From an optimization exercise on the open Yosys and OpenROAD flow, aimed at small area, a short achievable clock period and few clock cycles; shortcuts taken in it are not production practice. The RTL was checked by simulation tests, not by an equivalence proof against the original design.

==> flow/design.v (outline; a module is shown in full before it is edited, if it fits) <==
// module FullAdder: 9 lines
// module Compressor32: 22 lines
// module Compressor42: 28 lines
// module R4Booth: 63 lines
// module WallaceTree: 56 lines
// module SpecialCaseDetector: 46 lines
// module PreNormalizer: 44 lines
// module EACAdder: 16 lines
// module MSBIncrementer: 14 lines
// module ZeroDetector_Base: 7 lines
// module ZeroDetector_Group: 7 lines
// module LeadingOneDetector_Top: 151 lines
// module Normalizer: 39 lines
// module Rounder: 154 lines
// module MAC32_top: 276 lines
// module DotProductEngine: 79 lines
// module MatrixMulEngine: 102 lines
module MatrixMulEngine #(
    parameter MAX_M = 4,
    parameter MAX_K = 4,
    parameter MAX_N = 4,
    parameter ADDR_M_BITS = $clog2(MAX_M),
    parameter ADDR_K_BITS = $clog2(MAX_K),
    parameter ADDR_N_BITS = $clog2(MAX_N),
    parameter ADDR_A_BITS = $clog2(MAX_M * MAX_K),
    parameter ADDR_B_BITS = $clog2(MAX_K * MAX_N),
    parameter ADDR_C_BITS = $clog2(MAX_M * MAX_N),
    parameter ADDR_WIDTH = $clog2((MAX_M > MAX_K ? (MAX_M > MAX_N ? MAX_M : MAX_N) : (MAX_K > MAX_N ? MAX_K : MAX_N)))
)(
    input wire clk,
    input wire rst_n,
    input wire start,
    output reg done,
    input [ADDR_M_BITS:0] M_val,
    input [ADDR_K_BITS:0] K_val,
    input [ADDR_N_BITS:0] N_val,
    input  wire [32*MAX_M*MAX_K-1:0] matrix_A,
    input  wire [32*MAX_K*MAX_N-1:0] matrix_B,
    output reg  [32*MAX_M*MAX_N-1:0] matrix_C
);
  // ...
==> flow/run.sh <==
#!/bin/bash
# synth_recipe.tcl (not shown) runs the flow's synth.tcl, then flattens the netlist and writes it again
# the make line also repeats each setting of config.mk as NAME=value (left out here)
make -C /OpenROAD-flow-scripts/flow DESIGN_CONFIG=/design/flow/config.mk WORK_HOME=/design/flow/orfs CLKGATE_MAP_FILE= SYNTH_SCRIPT=/design/flow/synth_recipe.tcl finish
==> flow/config.mk <==
export PLATFORM = sky130hd
export DESIGN_NAME = MatrixMulEngine
export DESIGN_NICKNAME = MatrixMulEngine
export VERILOG_FILES = /design/flow/design.v
export SDC_FILE = /design/flow/constraint.sdc
export NUM_CORES = 4
export LEC_CHECK = 0
export CAP_MARGIN = 20
export CORE_MARGIN = 2
export CORE_UTILIZATION = 35
export SLEW_MARGIN = 20
==> flow/constraint.sdc <==
create_clock -name core_clock -period 33.0 [get_ports {clk}]
set_input_delay 6.6000 -clock core_clock [delete_from_list [all_inputs] [get_ports {clk}]]
set_output_delay 6.6000 -clock core_clock [all_outputs]
set_load 0.01 [all_outputs]
==> results.cfg, run 1 <==
[setup_path]
critPathMaxFanout = 50
critPathSlowestCell = ha_4
cpMostUsedCell = buf_4
crit_type = primary input to register
r2r-end = dpe_inst.u_mac.Result[29]$_DFF_PN0_

[floorplanning]
n_tap_cell = 3132
die_x_um = 487.8
fp.coreArea_um2 = 232800
initial_core_util = 0.3520
die_h_um = 487.8

[cells_and_area]
final-seq-area_um2 = 18200
clock_buffers = 67
syn_to_final_growth_pct = 41.39
largest_reg_flops = 512
final_cells = 15240
n_all_buffers = 3343

[synthesis]
synth_fa_ha_area_frac = 0.1259
async_flop_share = 0.1808
synth_common_cells = nand2_1 (767), nor2_1 (605), mux2_2 (603), edfxtp_1 (512), inv_1 (495)
synth_most_common_cell = nand2_1
syn-cell-area_um2 = 81920

[clocking]
cts_resized = 0
cts_tree = done
cts_htree_levels = 2

[route]
wl_met1_um = 211700
route.met3.wl_um = 66460
drc = 0

[global_route]
grt_use_total = 0.4780
grt_max_degree = 134
grtUsageMet1 = 0.5602

[placement]
pre_cts_slack_ps = 299.1

[timing]
skew_ps = 50.77

[outcome]
outcome = timing/DRC/antenna clean
Testbench counts, summed over its fixed seeds: cycles 10,704.
==> module MatrixMulEngine, before the edit <==
module MatrixMulEngine #(
    parameter MAX_M = 4,
    parameter MAX_K = 4,
    parameter MAX_N = 4,
    parameter ADDR_M_BITS = $clog2(MAX_M),
    parameter ADDR_K_BITS = $clog2(MAX_K),
    parameter ADDR_N_BITS = $clog2(MAX_N),
    parameter ADDR_A_BITS = $clog2(MAX_M * MAX_K),
    parameter ADDR_B_BITS = $clog2(MAX_K * MAX_N),
    parameter ADDR_C_BITS = $clog2(MAX_M * MAX_N),
    parameter ADDR_WIDTH = $clog2((MAX_M > MAX_K ? (MAX_M > MAX_N ? MAX_M : MAX_N) : (MAX_K > MAX_N ? MAX_K : MAX_N)))
)(
    input wire clk,
    input wire rst_n,
    input wire start,
    output reg done,
    input [ADDR_M_BITS:0] M_val,
    input [ADDR_K_BITS:0] K_val,
    input [ADDR_N_BITS:0] N_val,
    input  wire [32*MAX_M*MAX_K-1:0] matrix_A,
    input  wire [32*MAX_K*MAX_N-1:0] matrix_B,
    output reg  [32*MAX_M*MAX_N-1:0] matrix_C
);
    reg [1:0] state;
    localparam IDLE = 2'b00,
               WAIT_DPE = 2'b01,
               STORE = 2'b10;
    integer i;
    reg [ADDR_M_BITS-1:0] row_idx;
    reg [ADDR_N_BITS-1:0] col_idx;
    reg  dpe_start;
    wire dpe_done;
    wire [31:0] dpe_result;
    wire [ADDR_WIDTH-1:0] dpe_patch_addr, dpe_filter_addr;
    wire [31:0] dpe_patch_data, dpe_filter_data;
    wire [ADDR_A_BITS-1:0] a_index = row_idx * K_val + dpe_patch_addr;
    wire [ADDR_B_BITS-1:0] b_index = dpe_filter_addr * N_val + col_idx;
    wire [ADDR_C_BITS-1:0] c_index = row_idx * N_val + col_idx;
    wire [ADDR_WIDTH-1:0] vec_len_ext = K_val;
    DotProductEngine #(
        .ADDR_WIDTH(ADDR_WIDTH)
    ) dpe_inst (
        .clk(clk),
        .rst_n(rst_n),
        .start(dpe_start),
        .vec_length(vec_len_ext),
        .patch_data(dpe_patch_data),
        .filter_data(dpe_filter_data),
        .done(dpe_done),
        .result(dpe_result),
        .patch_addr(dpe_patch_addr),
        .filter_addr(dpe_filter_addr)
    );
    assign dpe_patch_data  = matrix_A[a_index*32 +: 32];
    assign dpe_filter_data = matrix_B[b_index*32 +: 32];
    always @(posedge clk) begin
        if (rst_n && state == STORE)
            matrix_C[c_index*32 +: 32] <= dpe_result;
    end
    always @(posedge clk or negedge rst_n) begin
        if (!rst_n) begin
            state <= IDLE;
            row_idx <= 0;
            col_idx <= 0;
            dpe_start <= 0;
            done <= 0;
        end else begin
            case (state)
                IDLE: begin
                    done <= 0;
                    if (start) begin
                        row_idx <= 0;
                        col_idx <= 0;
                        dpe_start <= 1;
                        state <= WAIT_DPE;
                    end
                end
                WAIT_DPE: begin
                    dpe_start <= 0;
                    if (dpe_done) begin
                        state <= STORE;
                    end
                end
                STORE: begin
                    if (col_idx < N_val - 1) begin
                        col_idx <= col_idx + 1;
                        dpe_start <= 1;
                        state <= WAIT_DPE;
                    end else if (row_idx < M_val - 1) begin
                        row_idx <= row_idx + 1;
                        col_idx <= 0;
                        dpe_start <= 1;
                        state <= WAIT_DPE;
                    end else begin
                        done <= 1;
                        state <= IDLE;
                    end
                end
            endcase
        end
    end
endmodule
==> inputs of run 2 (changes only) <==
--- a/flow/design.v
+++ b/flow/design.v
@@ -930,6 +930,198 @@
         .Mant_result_o(Mant_result)
     );
 endmodule
+module FMAPipe (
+    input clk,
+    input [31:0] b_i,           
+    input [31:0] c_i,           
+    input acc_zero_i,           
+    output [31:0] result_o      
+);
+    localparam PARM_XLEN = 32, PARM_EXP = 8, PARM_MANT = 23, PARM_BIAS = 127;
+    localparam PARM_EXP_ONE = 8'h01;
+    reg [31:0] B_i, C_i;
+    always @(posedge clk) begin
+        B_i <= b_i;
+        C_i <= c_i;
+    end
+    wire B_Leadingbit = | B_i[PARM_XLEN - 2 : PARM_MANT];
+    wire C_Leadingbit = | C_i[PARM_XLEN - 2 : PARM_MANT];
+    wire B_ExpFull = (B_i[30:23] == 8'hff);
+    wire C_ExpFull = (C_i[30:23] == 8'hff);
+    wire B_MantZero = (B_i[22:0] == 0);
+    wire C_MantZero = (C_i[22:0] == 0);
+    wire B_Zero = ~B_Leadingbit & B_MantZero;
+    wire C_Zero = ~C_Leadingbit & C_MantZero;
+    wire B_Inf = B_ExpFull & B_MantZero;
+    wire C_Inf = C_ExpFull & C_MantZero;
+    wire B_NaN = B_ExpFull & ~B_MantZero;
+    wire C_NaN = C_ExpFull & ~C_MantZero;
+    wire B_DeN = ~B_Leadingbit & ~B_MantZero;
+    wire C_DeN = ~C_Leadingbit & ~C_MantZero;
+    wire [PARM_EXP - 1: 0] B_Exp = B_DeN ? PARM_EXP_ONE : B_i[PARM_XLEN - 2 : PARM_MANT];
+    wire [PARM_EXP - 1: 0] C_Exp = C_DeN ? PARM_EXP_ONE : C_i[PARM_XLEN - 2 : PARM_MANT];
+    wire [PARM_MANT : 0] B_Mant = {B_Leadingbit, B_i[PARM_MANT - 1 : 0]};
+    wire [PARM_MANT : 0] C_Mant = {C_Leadingbit, C_i[PARM_MANT - 1 : 0]};
+    wire [2*PARM_MANT + 2 : 0] booth_PP [12 - 1: 0];
+    wire [2*PARM_MANT + 1 : 0] booth_PP_13;
+    R4Booth #(.PARM_MANT(PARM_MANT)) R4Booth (
+        .MantA_i(B_Mant), .MantB_i(C_Mant),
+        .pp_00_o(booth_PP[ 0]), .pp_01_o(booth_PP[ 1]), .pp_02_o(booth_PP[ 2]),
+        .pp_03_o(booth_PP[ 3]), .pp_04_o(booth_PP[ 4]), .pp_05_o(booth_PP[ 5]),
+        .pp_06_o(booth_PP[ 6]), .pp_07_o(booth_PP[ 7]), .pp_08_o(booth_PP[ 8]),
+        .pp_09_o(booth_PP[ 9]), .pp_10_o(booth_PP[10]), .pp_11_o(booth_PP[11]),
+        .pp_12_o(booth_PP_13)
+    );
+    wire [2*PARM_MANT + 2 : 0] Wallace_sum_d, Wallace_carry_d;
+    wire Wallace_supp_d;
+    WallaceTree #(.PARM_MANT(PARM_MANT)) WallaceTree (
+        .pp_00_i(booth_PP[ 0]), .pp_01_i(booth_PP[ 1]), .pp_02_i(booth_PP[ 2]),
+        .pp_03_i(booth_PP[ 3]), .pp_04_i(booth_PP[ 4]), .pp_05_i(booth_PP[ 5]),
+        .pp_06_i(booth_PP[ 6]), .pp_07_i(booth_PP[ 7]), .pp_08_i(booth_PP[ 8]),
+        .pp_09_i(booth_PP[ 9]), .pp_10_i(booth_PP[10]), .pp_11_i(booth_PP[11]),
+        .pp_12_i(booth_PP_13),
+        .wallace_sum_o(Wallace_sum_d), .wallace_carry_o(Wallace_carry_d),
+        .suppression_sign_extension_o(Wallace_supp_d)
+    );
+    wire [PARM_EXP + 1 : 0] BC_Exp_d = B_Exp + C_Exp - PARM_BIAS + 27;
+    reg [2*PARM_MANT + 2 : 0] Wallace_sum, Wallace_carry;
+    reg Wallace_suppression_sign_extension;
+    reg [PARM_EXP + 1 : 0] BC_Exp;
+    reg BC_Sign, BC_Inf, BC_Zero, bc_not_strange;
+    always @(posedge clk) begin
+        Wallace_sum <= Wallace_sum_d;
+        Wallace_carry <= Wallace_carry_d;
+        Wallace_suppression_sign_extension <= Wallace_supp_d;
+        BC_Exp <= BC_Exp_d;
+        BC_Sign <= B_i[31] ^ C_i[31];
+        BC_Inf <= B_Inf | C_Inf;
+        BC_Zero <= B_Zero | C_Zero;
+        bc_not_strange <= ~(B_Inf | C_Inf | B_Zero | C_Zero | B_NaN | C_NaN);
+    end
+    reg [31:0] acc_q;
+    wire [31:0] A_i = acc_zero_i ? 32'd0 : acc_q;
+    wire A_Leadingbit = | A_i[PARM_XLEN - 2 : PARM_MANT];
+    wire A_ExpFull = (A_i[30:23] == 8'hff);
+    wire A_MantZero = (A_i[22:0] == 0);
+    wire A_Zero = ~A_Leadingbit & A_MantZero;
+    wire A_Inf = A_ExpFull & A_MantZero;
+    wire A_DeN = ~A_Leadingbit & ~A_MantZero;
+    wire A_Sign = A_i[PARM_XLEN - 1];
+    wire Sub_Sign = A_Sign ^ BC_Sign;
+    wire [PARM_EXP - 1: 0] A_Exp = A_DeN ? PARM_EXP_ONE : A_i[PARM_XLEN - 2 : PARM_MANT];
+    wire [PARM_MANT : 0] A_Mant = {A_Leadingbit, A_i[PARM_MANT - 1 : 0]};
+    wire [PARM_EXP + 1 : 0] Exp_mv = BC_Exp - A_Exp;
+    wire Exp_mv_sign = Exp_mv[PARM_EXP + 1];
+    wire Mv_halt = ((~Exp_mv_sign) & (Exp_mv[PARM_EXP : 0] > 73)) || A_Zero;
+    wire SignFlip_ADD_PRN;
+    wire Sign_aligned;
+    wire [3*PARM_MANT + 5 : 0] A_Mant_aligned;
+    wire [PARM_MANT + 3 : 0] A_Mant_aligned_high = A_Mant_aligned[3*PARM_MANT + 5 : 2*PARM_MANT + 2];
+    wire [2*PARM_MANT + 1 : 0] A_Mant_aligned_low = A_Mant_aligned[2*PARM_MANT + 1 : 0];
+    wire [PARM_EXP + 1 : 0] Exp_aligned_pn;
+    wire Mant_sticky_sht_out;
+    PreNormalizer #(.PARM_EXP(PARM_EXP), .PARM_MANT(PARM_MANT), .PARM_BIAS(PARM_BIAS)) PreNormalizer (
+        .A_sign_i(A_Sign), .B_sign_i(BC_Sign), .C_sign_i(1'b0), .Sub_Sign_i(Sub_Sign),
+        .A_Exp_i(A_Exp), .B_Exp_i(8'd0), .C_Exp_i(8'd0), .A_Mant_i(A_Mant),
+        .Sign_flip_i(SignFlip_ADD_PRN), .Mv_halt_i(Mv_halt), .Exp_mv_i(Exp_mv), .Exp_mv_sign_i(Exp_mv_sign),
+        .A_Mant_aligned_o(A_Mant_aligned), .Exp_aligned_o(Exp_aligned_pn),
+        .Sign_aligned_o(Sign_aligned), .Mant_sticky_sht_out_o(Mant_sticky_sht_out)
+    );
+    wire [PARM_EXP + 1 : 0] Exp_aligned = Exp_mv_sign ? {2'b00, A_Exp} : BC_Exp;
+    wire [2*PARM_MANT + 2 : 0] Wallace_sum_adjusted = Exp_mv_sign ? 0 : Wallace_sum;
+    wire [2*PARM_MANT + 2 : 0] Wallace_carry_adjusted = Exp_mv_sign ? 0 : Wallace_carry;
+    wire [2*PARM_MANT + 1 : 0] CSA_sum, CSA_carry;
+    Compressor32 #(.XLEN(2*PARM_MANT + 2)) CarrySaveAdder (
+        .A_i(A_Mant_aligned_low),
+        .B_i(Wallace_sum_adjusted[2*PARM_MANT + 1 : 0]),
+        .C_i({Wallace_carry_adjusted[2*PARM_MANT : 0], 1'b0}),
+        .Sum_o(CSA_sum), .Carry_o(CSA_carry)
+    );
+    wire wallace_msb_G = Wallace_sum_adjusted[2*PARM_MANT + 2] & Wallace_carry_adjusted[2*PARM_MANT + 1];
+    wire adder_Correlated_sign = Wallace_suppression_sign_extension | Wallace_carry_adjusted[2*PARM_MANT + 2] | wallace_msb_G;
+    wire Carry_postcor = (~Exp_mv_sign) & ((~adder_Correlated_sign) ^ CSA_carry[2*PARM_MANT + 1]);
+    wire [2*PARM_MANT + 1 : 0] low_sum, low_sum_inv;
+    wire low_carry, low_carry_inv;
+    EACAdder #(.PARM_MANT(PARM_MANT)) EACAdder (
+        .CSA_sum_i(CSA_sum), .CSA_carry_i(CSA_carry), .Carry_postcor_i(Carry_postcor),
+        .Sub_Sign_i(Sub_Sign), .A_Zero_i(A_Zero),
+        .low_sum_o(low_sum), .low_carry_o(low_carry),
+        .low_sum_inv_o(low_sum_inv), .low_carry_inv_o(low_carry_inv)
+    );
+    wire [PARM_MANT + 3 : 0] high_sum, high_sum_inv;
+    MSBIncrementer #(.PARM_MANT(PARM_MANT)) MSBIncrementer (
+        .low_carry_i(low_carry), .low_carry_inv_i(low_carry_inv),
+        .A_Mant_aligned_high_i(A_Mant_aligned_high),
+        .high_sum_o(high_sum), .high_sum_inv_o(high_sum_inv)
+    );
+    wire [3*PARM_MANT + 4 : 0] sub_minus = {{A_Mant_aligned_high[PARM_MANT+2 : 0], 1'b0} - bc_not_strange, 47'd0};
+    assign SignFlip_ADD_PRN = high_sum[PARM_MANT + 3];
+    wire Adder_sign = Exp_mv_sign ? Sign_aligned : (SignFlip_ADD_PRN ^ Sign_aligned);
+    reg [73 : 0] PosSum_d;
+    always @(*) begin
+        if (Mv_halt)
+            PosSum_d = {{26'd0}, low_sum};
+        else if (Exp_mv_sign)
+            PosSum_d = Sub_Sign ? sub_minus : {A_Mant_aligned_high[PARM_MANT+2 : 0], 48'd0};
+        else if (SignFlip_ADD_PRN)
+            PosSum_d = {high_sum_inv[PARM_MANT + 2 : 0], low_sum_inv};
+        else
+            PosSum_d = {high_sum[PARM_MANT + 2 : 0], low_sum};
+    end
+    wire Minus_sticky_bit_d = Exp_mv_sign && bc_not_strange;
+    reg [73:0] PosSum;
+    reg [PARM_EXP + 1 : 0] Exp_aligned_q;
+    reg Adder_sign_q, Exp_mv_sign_q, A_Sign_q, A_Inf_q, BC_Inf_q, BC_Zero_q, BC_Sign_q;
+    reg Mant_sticky_sht_out_q, Minus_sticky_bit_q;
+    reg [PARM_EXP - 1 : 0] A_Exp_raw_q;
+    reg [PARM_MANT : 0] A_Mant_q;
+    always @(posedge clk) begin
+        PosSum <= PosSum_d;
+        Exp_aligned_q <= Exp_aligned;
+        Adder_sign_q <= Adder_sign;
+        Exp_mv_sign_q <= Exp_mv_sign;
+        A_Sign_q <= A_Sign;
+        A_Inf_q <= A_Inf;
+        BC_Inf_q <= BC_Inf;
+        BC_Zero_q <= BC_Zero;
+        BC_Sign_q <= BC_Sign;
+        Mant_sticky_sht_out_q <= Mant_sticky_sht_out;
+        Minus_sticky_bit_q <= Minus_sticky_bit_d;
+        A_Exp_raw_q <= A_i[PARM_XLEN - 2 : PARM_MANT];
+        A_Mant_q <= A_Mant;
+    end
+    wire [6 : 0] shift_num;
+    wire allzero;
+    LeadingOneDetector_Top #(.X_LEN(74)) LeadingOneDetector (
+        .data_i(PosSum), .shift_num_o(shift_num), .allzero_o(allzero)
+    );
+    wire [3*PARM_MANT + 4 : 0] Mant_norm;
+    wire [PARM_EXP + 1 : 0] Exp_norm, Exp_norm_mone, Exp_max_rs;
+    wire [3*PARM_MANT + 6 : 0] Rs_Mant;
+    Normalizer #(.PARM_EXP(PARM_EXP), .PARM_MANT(PARM_MANT), .PARM_LEADONE_WIDTH(7)) Normalizer (
+        .Mant_i(PosSum), .Exp_i(Exp_aligned_q), .Shift_num_i(shift_num), .Exp_mv_sign_i(Exp_mv_sign_q),
+        .Mant_norm_o(Mant_norm), .Exp_norm_o(Exp_norm), .Exp_norm_mone_o(Exp_norm_mone),
+        .Exp_max_rs_o(Exp_max_rs), .Rs_Mant_o(Rs_Mant)
+    );
+    wire Sign_result;
+    wire [PARM_EXP - 1 : 0] Exp_result;
+    wire [PARM_MANT - 1 : 0] Mant_result;
+    Rounder #(.PARM_EXP(PARM_EXP), .PARM_MANT(PARM_MANT)) Rounder (
+        .Exp_i(Exp_aligned_q), .Sign_i(Adder_sign_q), .Allzero_i(allzero), .Exp_mv_sign_i(Exp_mv_sign_q),
+        .Sub_Sign_i(1'b0), .A_Exp_raw_i(A_Exp_raw_q), .A_Mant_i(A_Mant_q),
+        .A_Sign_i(A_Sign_q), .B_Sign_i(BC_Sign_q), .C_Sign_i(1'b0),
+        .A_DeN_i(1'b0), .A_Inf_i(A_Inf_q), .B_Inf_i(BC_Inf_q), .C_Inf_i(1'b0),
+        .A_Zero_i(1'b0), .B_Zero_i(BC_Zero_q), .C_Zero_i(1'b0),
+        .A_NaN_i(1'b0), .B_NaN_i(1'b0), .C_NaN_i(1'b0),
+        .Mant_sticky_sht_out_i(Mant_sticky_sht_out_q), .Minus_sticky_bit_i(Minus_sticky_bit_q),
+        .Mant_norm_i(Mant_norm), .Exp_norm_i(Exp_norm), .Exp_norm_mone_i(Exp_norm_mone),
+        .Exp_max_rs_i(Exp_max_rs), .Rs_Mant_i(Rs_Mant),
+        .Sign_result_o(Sign_result), .Exp_result_o(Exp_result), .Mant_result_o(Mant_result)
+    );
+    assign result_o = {Sign_result, Exp_result, Mant_result};
+    always @(posedge clk)
+        acc_q <= result_o;
+endmodule
 module DotProductEngine #(
     parameter DATA_WIDTH = 32,
     parameter ADDR_WIDTH = 10
@@ -1013,102 +1205,108 @@
 module MatrixMulEngine #(
     parameter MAX_M = 4,
     parameter MAX_K = 4,
-    parameter MAX_N = 4,
-    parameter ADDR_M_BITS = $clog2(MAX_M),
-    parameter ADDR_K_BITS = $clog2(MAX_K),
-    parameter ADDR_N_BITS = $clog2(MAX_N),
-    parameter ADDR_A_BITS = $clog2(MAX_M * MAX_K),
-    parameter ADDR_B_BITS = $clog2(MAX_K * MAX_N),
-    parameter ADDR_C_BITS = $clog2(MAX_M * MAX_N),
-    parameter ADDR_WIDTH = $clog2((MAX_M > MAX_K ? (MAX_M > MAX_N ? MAX_M : MAX_N) : (MAX_K > MAX_N ? MAX_K : MAX_N)))
+    parameter MAX_N = 4
 )(
     input wire clk,
     input wire rst_n,
     input wire start,
     output reg done,
-    input [ADDR_M_BITS:0] M_val,
-    input [ADDR_K_BITS:0] K_val,
-    input [ADDR_N_BITS:0] N_val,
+    input [2:0] M_val,
+    input [2:0] K_val,
+    input [2:0] N_val,
     input  wire [32*MAX_M*MAX_K-1:0] matrix_A,
     input  wire [32*MAX_K*MAX_N-1:0] matrix_B,
     output reg  [32*MAX_M*MAX_N-1:0] matrix_C
 );
-    reg [1:0] state;
-    localparam IDLE = 2'b00,
-               WAIT_DPE = 2'b01,
-               STORE = 2'b10;
-    integer i;
-    reg [ADDR_M_BITS-1:0] row_idx;
-    reg [ADDR_N_BITS-1:0] col_idx;
-    reg  dpe_start;
-    wire dpe_done;
-    wire [31:0] dpe_result;
-    wire [ADDR_WIDTH-1:0] dpe_patch_addr, dpe_filter_addr;
-    wire [31:0] dpe_patch_data, dpe_filter_data;
-    wire [ADDR_A_BITS-1:0] a_index = row_idx * K_val + dpe_patch_addr;
-    wire [ADDR_B_BITS-1:0] b_index = dpe_filter_addr * N_val + col_idx;
-    wire [ADDR_C_BITS-1:0] c_index = row_idx * N_val + col_idx;
-    wire [ADDR_WIDTH-1:0] vec_len_ext = K_val;
-    DotProductEngine #(
-        .ADDR_WIDTH(ADDR_WIDTH)
-    ) dpe_inst (
-        .clk(clk),
-        .rst_n(rst_n),
-        .start(dpe_start),
-        .vec_length(vec_len_ext),
-        .patch_data(dpe_patch_data),
-        .filter_data(dpe_filter_data),
-        .done(dpe_done),
-        .result(dpe_result),
-        .patch_addr(dpe_patch_addr),
-        .filter_addr(dpe_filter_addr)
-    );
-    assign dpe_patch_data  = matrix_A[a_index*32 +: 32];
-    assign dpe_filter_data = matrix_B[b_index*32 +: 32];
-    always @(posedge clk) begin
-        if (rst_n && state == STORE)
-            matrix_C[c_index*32 +: 32] <= dpe_result;
-    end
+    reg       busy;
+    reg       slot;               
+    reg [1:0] k;
+    reg [3:0] kN;                 
+    reg [1:0] i0, j0, i1, j1;     
+    reg [3:0] e0;                 
+    wire issue = start | busy;
+    wire [4:0] E = M_val * N_val;
+    wire last_k = ({1'b0, k} == K_val - 3'd1);
+    wire last_pair = ({1'b0, e0} + 5'd2 >= E);
+    wire [1:0] ic = slot ? i1 : i0;
+    wire [1:0] jc = slot ? j1 : j0;
+    wire       n0_wrap = ({1'b0, j0} == N_val - 3'd1);
+    wire [1:0] n0_i = n0_wrap ? i0 + 2'd1 : i0;
+    wire [1:0] n0_j = n0_wrap ? 2'd0 : j0 + 2'd1;
+    wire       n1_wrap = ({1'b0, j1} == N_val - 3'd1);
+    wire [1:0] n1_i = n1_wrap ? i1 + 2'd1 : i1;
+    wire [1:0] n1_j = n1_wrap ? 2'd0 : j1 + 2'd1;
+    wire [3:0] a_idx = ic * K_val[2:0] + k;
+    wire [3:0] b_idx = kN + jc;
     always @(posedge clk or negedge rst_n) begin
         if (!rst_n) begin
-            state <= IDLE;
-            row_idx <= 0;
-            col_idx <= 0;
-            dpe_start <= 0;
-            done <= 0;
-        end else begin
-            case (state)
-                IDLE: begin
-                    done <= 0;
-                    if (start) begin
-                        row_idx <= 0;
-                        col_idx <= 0;
-                        dpe_start <= 1;
-                        state <= WAIT_DPE;
-                    end
-                end
-                WAIT_DPE: begin
-                    dpe_start <= 0;
-                    if (dpe_done) begin
-                        state <= STORE;
-                    end
-                end
-                STORE: begin
-                    if (col_idx < N_val - 1) begin
-                        col_idx <= col_idx + 1;
-                        dpe_start <= 1;
-                        state <= WAIT_DPE;
-                    end else if (row_idx < M_val - 1) begin
-                        row_idx <= row_idx + 1;
-                        col_idx <= 0;
-                        dpe_start <= 1;
-                        state <= WAIT_DPE;
+            busy <= 1'b0;
+            slot <= 1'b0;
+            k <= 2'd0;
+            kN <= 4'd0;
+            i0 <= 2'd0; j0 <= 2'd0;
+            i1 <= 2'd0; j1 <= 2'd0;
+            e0 <= 4'd0;
+        end else if (issue) begin
+            busy <= 1'b1;
+            if (!slot) begin
+                slot <= 1'b1;
+                i1 <= n0_i;
+                j1 <= n0_j;
+            end else begin
+                slot <= 1'b0;
+                if (!last_k) begin
+                    k <= k + 2'd1;
+                    kN <= kN + {1'b0, N_val};
+                end else begin
+                    k <= 2'd0;
+                    kN <= 4'd0;
+                    if (last_pair) begin
+                        busy <= 1'b0;
+                        i0 <= 2'd0; j0 <= 2'd0;
+                        e0 <= 4'd0;
                     end else begin
-                        done <= 1;
-                        state <= IDLE;
+                        i0 <= n1_i;
+                        j0 <= n1_j;
+                        e0 <= e0 + 4'd2;
                     end
                 end
-            endcase
+            end
         end
     end
+    reg       v0, v1, v2;
+    reg       f0, f1;
+    reg       l0, l1, l2;
+    reg [3:0] x0, x1, x2;
+    always @(posedge clk or negedge rst_n) begin
+        if (!rst_n) begin
+            v0 <= 1'b0; v1 <= 1'b0; v2 <= 1'b0;
+            l0 <= 1'b0; l1 <= 1'b0; l2 <= 1'b0;
+            done <= 1'b0;
+        end else begin
+            v0 <= issue;
+            l0 <= issue & slot & last_k & last_pair;
+            v1 <= v0; l1 <= l0;
+            v2 <= v1; l2 <= l1;
+            done <= v2 & l2;
+        end
+    end
+    always @(posedge clk) begin
+        f0 <= (k == 2'd0);
+        x0 <= e0 + {3'd0, slot};
+        f1 <= f0; x1 <= x0;
+        x2 <= x1;
+    end
+    wire [31:0] result;
+    FMAPipe u_fma (
+        .clk(clk),
+        .b_i(matrix_A[a_idx*32 +: 32]),
+        .c_i(matrix_B[b_idx*32 +: 32]),
+        .acc_zero_i(f1),
+        .result_o(result)
+    );
+    always @(posedge clk) begin
+        if (v2)
+            matrix_C[x2*32 +: 32] <= result;
+    end
 endmodule
==> run 2 against run 1 <==
Effect of this change:
- worst hold slack worse by 93 ps
- cell count is 11% lower
- via count decreased by 8.7%
- non-clock buffer count decreased by 1494
- fmax grew 96%
- wire length shrank 6.1%
- global-route usage shrank 2.5 points
- register-to-register slack improved by 9700 ps
- critical path depth fell by 64
- clock skew up 40 ps
==> results.cfg, run 2 <==
[min_path]
worst_hold_path.endpoint = x2[0]$_DFF_P_
min_from = x1[0]$_DFF_P_
hold_depth = 0
min_path_type = register to register

[cells_and_area]
regMostFlops = matrix_C
most-common-layout-cells = clkdlybuf4s50_1 (1548), nand2_1 (1219), o21ai_0 (636)
multiInputGateArea_um2 = 54100
final_cells = 13510
drive_gt1_frac = 0.1137
final-seq-area_um2 = 22900
fin_nets = 11800
nFillCells = 22170
largest_reg_flops = 512
syn_to_final_growth_pct = 28.97
final_common_cell = clkdlybuf4s50_1
reg_top3 = matrix_C (512), u_fma.PosSum (74), u_fma.Wallace_sum (49)

[clocking]
cts_hold_buffers = 0
cts_root_buf = clkbuf_16
clkLatencyLatePin_ps = 860
cts.sinks = 881
cts_buffers = 104
cts.path.max_buffers = 3
cts_resized = 0
clk_pin_slew_worst_paths_ps = 60
cts_setup_buffers = 0
cts_tree = done
cts_htree_levels = 3

[route]
drt_first_pass_iters = 8
drtAntennaViolNets = 0
wl_per_cell_um = 41.01
drc = 0
avgViaCountPerCell = 6.403
drt_iter0_drc = 12480
vias = 86540
wirelength_um = 554200

[setup_path]
r2r-end = u_fma.PosSum[25]$_DFF_P_
worst_setup_path_start_kind = register
critPathMaxFanout = 39
critPathSlowestCell = o32ai_1
cp.arrival_ps = 16880
cpPeakStageDelay_ps = 1150
rr_worst_depth = 46
crit_required_ps = 33570
crit_type = register to register
cpMostUsedCell = buf_4
regToRegSetupSlack_ps = 16690
r2r-start = u_fma.acc_q[17]$_DFF_P_
critPathCaptureType = register

[timing]
slew_headroom = 0.1251
rsz0062_at_grt = false
period_needed_ps = 16310
fmax_ghz = 0.06130
finalHoldViolations = 0
setup_viol = 0
tightest_slew_ps = 1307
setup_tns_ps = 0
skew_ps = 91.02
drv_slew = 0
fin_crit_sh = 0.4944

[outcome]
outcome = timing/DRC/antenna clean

[synthesis]
synth_top_area_share = 0.1895
syn_nets = 10580
synthTopCellsByArea = edfxtp_1 (19%), mux4_2 (9.8%), dfxtp_1 (8.5%)
synth-main-ff-cell = edfxtp_1
async_flop_share = 0.02951
netlist_instances = 8931
post_synth.cell_area_avg_um2 = 9.086
synth_top_area_cell = edfxtp_1
synth-edff-count = 512
synthDistinctLibCells = 128
synth_most_common_cell = nand2_1
yosys_register_bits = 881
ys.warnings.count = 9
syn-cell-area_um2 = 81150
synth_common_cells = nand2_1 (1237), o21ai_0 (643), clkbuf_1 (597), edfxtp_1 (512), inv_1 (497)
yosysSeqAreaShare = 0.2821

[placement]
dpl.hpwl_um = 447500
gp_congestion = 1.147
place.detailed.instances = 13060
portBuffers = 1548

[floorplanning]
rows = 176
initial_core_util = 0.3523
io_pins = 1549
dieArea_um2 = 235700
fp.coreArea_um2 = 230300
die_h_um = 485.5
die_x_um = 485.5

[global_route]
antenna_found_initial = 191
grt-ovfl-total = 0
grt_pass1_vias = 81780
grt_pass1_wl_um = 734000
grt_use_total = 0.4534
grt_max_degree = 150

[job]
maxCapViolCount = 0
==> run 2: cell count changes after synthesis, sizes merged, moves of 87 or more <==
cell    delta
clkbuf   +167
mux2     -506
nor2     -170
dfrtp     -87
buf      -160
dfxtp    +343
o21ai    +380
nand2    +464
==> run 2: per-layer routing <==
| metal | wire length, µm | up-vias | track usage |
|---|---|---|---|
| met3 | 60480 | 1686 | 0.1440 |
| li1 | - | 35350 | - |
| met2 | 243700 | 6395 | 0.6879 |
| met4 | 60310 | 70 | 0.4185 |
| met1 | 189100 | 43040 | 0.5063 |
| met5 | 560 | - | 0.0004082 |
==> run 2: per-stage QoR <==
| stage | hold slack, ps | setup WS, ps | instance area [µm²] | utilization |
|---|---|---|---|---|
| final | 325.9 | 16690 | 104700 | 0.4544 |
| after detailed placement | 312.1 | 17430 | 100500 | 0.4361 |
| after CTS | 325.6 | 17380 | 104000 | 0.4513 |
| after global placement | 313.9 | 16900 | 100400 | 0.4358 |
| after global routing | 328.0 | 16550 | 104400 | 0.4534 |
| after floorplan | 309.6 | 21410 | 81150 | - |
==> run 2: final cells by class <==
cell class / instances / area share
Multi-Input combinational cell: 6798 / 0.5169
Sequential cell: 881 / 0.2188
Timing Repair Buffer: 1849 / 0.1702
Tap cell: 3026 / 0.03618
Clock buffer: 141 / 0.02756
Inverter: 509 / 0.01828
Antenna cell: 258 / 0.006169
Clock inverter: 52 / 0.005918
==> run 2: worst max-delay path by stage <==
stage	from	to	cells past startpoint
3_5_place_dp	f1$_DFF_P_	u_fma.PosSum[25]$_DFF_P_	44
6_report	u_fma.acc_q[17]$_DFF_P_	u_fma.PosSum[25]$_DFF_P_	46
3_3_place_gp	f1$_DFF_P_	u_fma.PosSum[25]$_DFF_P_	39
5_1_grt	f1$_DFF_P_	u_fma.PosSum[25]$_DFF_P_	41
2_1_floorplan	v2$_DFF_PN0_	done$_DFF_PN0_	1
4_1_cts	u_fma.acc_q[17]$_DFF_P_	u_fma.PosSum[25]$_DFF_P_	46
==> run 2: worst max-delay path: cells and delay by family (launching register included) <==
kind	cells	cell delay (ps)
AO/OA/AOI/OAI	20	7720
AND/OR/NAND/NOR	12	2210
XOR/XNOR	3	1850
buffers and inverters	6	1740
adder cells (fa/ha/maj)	4	1610
multiplexers	1	510
flip-flops	1	320
==> run 2: kinds of logic (layout without fill, tap and decap cells) <==
family                     count (synthesis)  count (layout)  share of synthesized area
buffers and inverters                   1252            2551                    0.06050
muxes                                    660             660                     0.1375
and+or+nand+nor                         2627            2627                     0.1490
DFF                                      881             881                     0.2821
xor gates and xnor gates                 510             510                    0.05514
adders and majority gates                617             617                     0.1240
AOI/OAI and AO/OA                       2384            2384                     0.1917
other                                      0             258                          0
Testbench counts of run 2, summed over its fixed seeds: cycles 3,684.

-- port drivers added, routing unchanged --
No port has a modelled driver above. Below, the same layouts with a new extraction and two added sets of constraints.
Step 1 assumes that a clkbuf_16 drives the clock port and a buf_2 every other input.
Step 2 times the ports against the registers' clock, not the clock port: input delays grow and output delays shrink by t, the midpoint of the rising clock arrivals with the driver on.
a / b / c = no drivers / after step 1 / after step 2; a / b = the first two.
run	t, ns	slack for setup (ns)	slew at the worst register clock pin (ns)
run 1	0.720	0.990 / 1.042 / 0.322	0.07 / 0.07
run 2	0.935	16.686 / 16.686 / 16.686	0.07 / 0.07
After both steps every run listed still meets setup and hold. For run 1, which loses most, drivers alone change the setup slack by +0.052 ns; drivers and shift together by -0.668 ns.
